This design comes from an exercise in tuning for small area on the open sky130 flow, not from production work.
The RTL was checked by simulation tests, not by an equivalence proof against the original design.

## red
// adpll_ctr
module adpll_ctr
   (
    input                     rst,
    input                     clk,
    input                     valid,
    input [5-1:0] address,
    input [26-1:0] wdata,
    input                     wstrb,
    output [1:0]              rdata,
    output reg                ready,
    input                     data_mod,  
    output                    dco_pd,
    output reg [1:0]          dco_osc_gain,
    output [4:0]              dco_c_l_rall,
    output [4:0]              dco_c_l_row,
    output [4:0]              dco_c_l_col,
    output [15:0]             dco_c_m_rall,
    output [15:0]             dco_c_m_row,
    output [15:0]             dco_c_m_col,
    output [15:0]             dco_c_s_rall,
    output [15:0]             dco_c_s_row,
    output [15:0]             dco_c_s_col,
    output                    tdc_pd,
    output                    tdc_pd_inj,
    output reg [2:0]          tdc_ctr_freq,
    input [6:0]               tdc_ripple_count,
    input [15:0]              tdc_phase
    );
Settings: LEC_CHECK=0, ABC_AREA=1, CAP_MARGIN=5, CORE_MARGIN=2, CORE_UTILIZATION=40, PLACE_DENSITY=0.6, SLEW_MARGIN=5; clock period 40.0 ns.
standard.sh (not shown) runs the stock make flow with config.mk's settings and CLKGATE_MAP_FILE= SYNTH_SCRIPT=/design/flow/synth_recipe.tcl, a recipe that flattens the netlist after the stock synthesis.
==> flow/flow/run.sh <==
#!/bin/bash
# Standard ORFS layout (the standard.sh, standard synthesis unchanged) with
# two changes: the port buffers use the smallest buffer cell, and clock tree
# synthesis inserts no dummy loads and builds the tree from clkbuf_4 cells.
set -euo pipefail
cd "$(dirname "$0")/.."
export BUFFER_PORTS_ARGS="-buffer_cell sky130_fd_sc_hd__buf_1"
export CTS_ARGS="-sink_clustering_enable -repair_clock_nets -dont_use_dummy_load -buf_list sky130_fd_sc_hd__clkbuf_4 -sink_clustering_size 8 -sink_clustering_max_diameter 50"
bash standard.sh > flow_standard.log 2>&1
red: done, clean on timing, DRC and antenna
Input-level comparison between blue and red:
# red
export LEC_CHECK = 0
export ABC_AREA = 1
export CAP_MARGIN = 5
export CORE_MARGIN = 2
export CORE_UTILIZATION = 40
export PLACE_DENSITY = 0.6
export SLEW_MARGIN = 5
create_clock -name core_clock -period 40.0 [get_ports {clk}]
# blue
export LEC_CHECK = 0
export ABC_AREA = 1
export CAP_MARGIN = 20
export CORE_MARGIN = 2
export CORE_UTILIZATION = 30
export PLACE_DENSITY = 0.6
export SLEW_MARGIN = 20
create_clock -name core_clock -period 40.0 [get_ports {clk}]
### Flow results
blue | status: complete | timing, DRC, antenna: pass
The run showing the greater core area is blue.
Reported for blue and red, number of flip-flops and latches turned out identical to the last digit.
blue vs red — depth of the most critical reg-to-reg path rose about 0.7%.
On pre-CTS setup slack, red loses to blue.
Compared with red, in blue worst hold-check slack now sits higher; number of antenna violations at the first check in global routing now sits higher.
In terms of area occupied by multi-input gates, blue and red differ only marginally.

---

## lane 1
adpll_ctr again, from the RTL that the note above started with.
==> flow/config.mk <==
export PLATFORM = sky130hd
export DESIGN_NAME = adpll_ctr
export DESIGN_NICKNAME = adpll_ctr
export VERILOG_FILES = /design/flow/design.v
export SDC_FILE = /design/flow/constraint.sdc
export NUM_CORES = 4
export LEC_CHECK = 0
export ABC_AREA = 1
export CAP_MARGIN = 20
export CORE_MARGIN = 2
export CORE_UTILIZATION = 50
export PLACE_DENSITY = 0.6
export SLEW_MARGIN = 20
==> flow/constraint.sdc <==
create_clock -name core_clock -period 40.0 [get_ports {clk}]
set_input_delay 8.0000 -clock core_clock [delete_from_list [all_inputs] [get_ports {clk}]]
set_output_delay 8.0000 -clock core_clock [all_outputs]
set_load 0.01 [all_outputs]
Scripts as last shown in full above: flow/flow/run.sh
Lane 1 went all the way through synthesis, placement and routing and the layout is clean on timing, DRC and antenna.
Relative to lane 1, the following input files were edited for lane 2:
- changing CORE_UTILIZATION from 50 to 40
-- flow/flow/run.sh --
<<< lane 1, line 8
>>> lane 2, line 8
export RECOVER_POWER=100
Notes after the runs:
Although it ran to completion, lane 2 produced a layout that fails the final checks because of max-capacitance violations, max-slew violations. Delta (lane 2 minus lane 1): setup slack of the critical path after layout now sits lower, part of the cycle the worst path needs now sits higher, maximum clock frequency now sits at about the same level, multi-input logic area now sits lower. Taking lane 1 as the reference, in lane 2 cell count has increased, met2 layer wire length in the routed design has increased.
The inputs of lane 3 differ from those of lane 2 as listed below.
-- flow/flow/run.sh --
<<< lane 2, line 8
export RECOVER_POWER=100
>>> lane 3, line 8
### Flow results
Compared with lane 2, lane 3 shows a multi-input gate area in the final layout that is about 0.43% higher. The total number of placement rows was comparable across lane 3 and lane 2. Status: portion of the layout cell area used by clock cells parity (lane 3, lane 2). Lane 3: all stages complete, timing, DRC and antenna checks passed. The higher remaining max-slew budget at the tightest pin came out of lane 3. When lane 3 is measured against lane 2, its final critical-path required period turns out 0.0064 ns lower. Per the comparison of lane 3 with lane 2, worst setup slack for register-to-register paths now sits higher, worst-case reg-to-reg path depth shrank by 1, final critical-path share of the clock period stayed essentially flat.

[re-timing with driven ports]
How much do the figures lean on ideal ports? The routed layouts below were timed once more, with nothing changed but the port constraints.
Step 1 sets driving cells, clkbuf_16 on the clock port and buf_2 on the other inputs (assumed; they add their load-dependent delay and slew).
Step 2 moves the port delays by t, midway between the first and last clock arrival at a register: inputs arrive t later, outputs are due t later. That takes back most of the time a late clock gives input paths.
Slacks: ideal ports / drivers / drivers and shift; pairs: ideal ports / drivers.
run | t (ns) | setup slack, ns | worst data-port slew with drivers (ns)
red | 0.908 | 1.637 / 1.615 / 1.615 | 0.09
blue | 0.883 | 1.514 / 1.492 / 1.492 | 0.11
lane 1 | 0.877 | 1.698 / 1.677 / 1.677 | 0.05
lane 2 | 0.908 | 1.631 / 1.609 / 1.609 | 0.09
lane 3 | 0.908 | 1.637 / 1.615 / 1.615 | 0.09
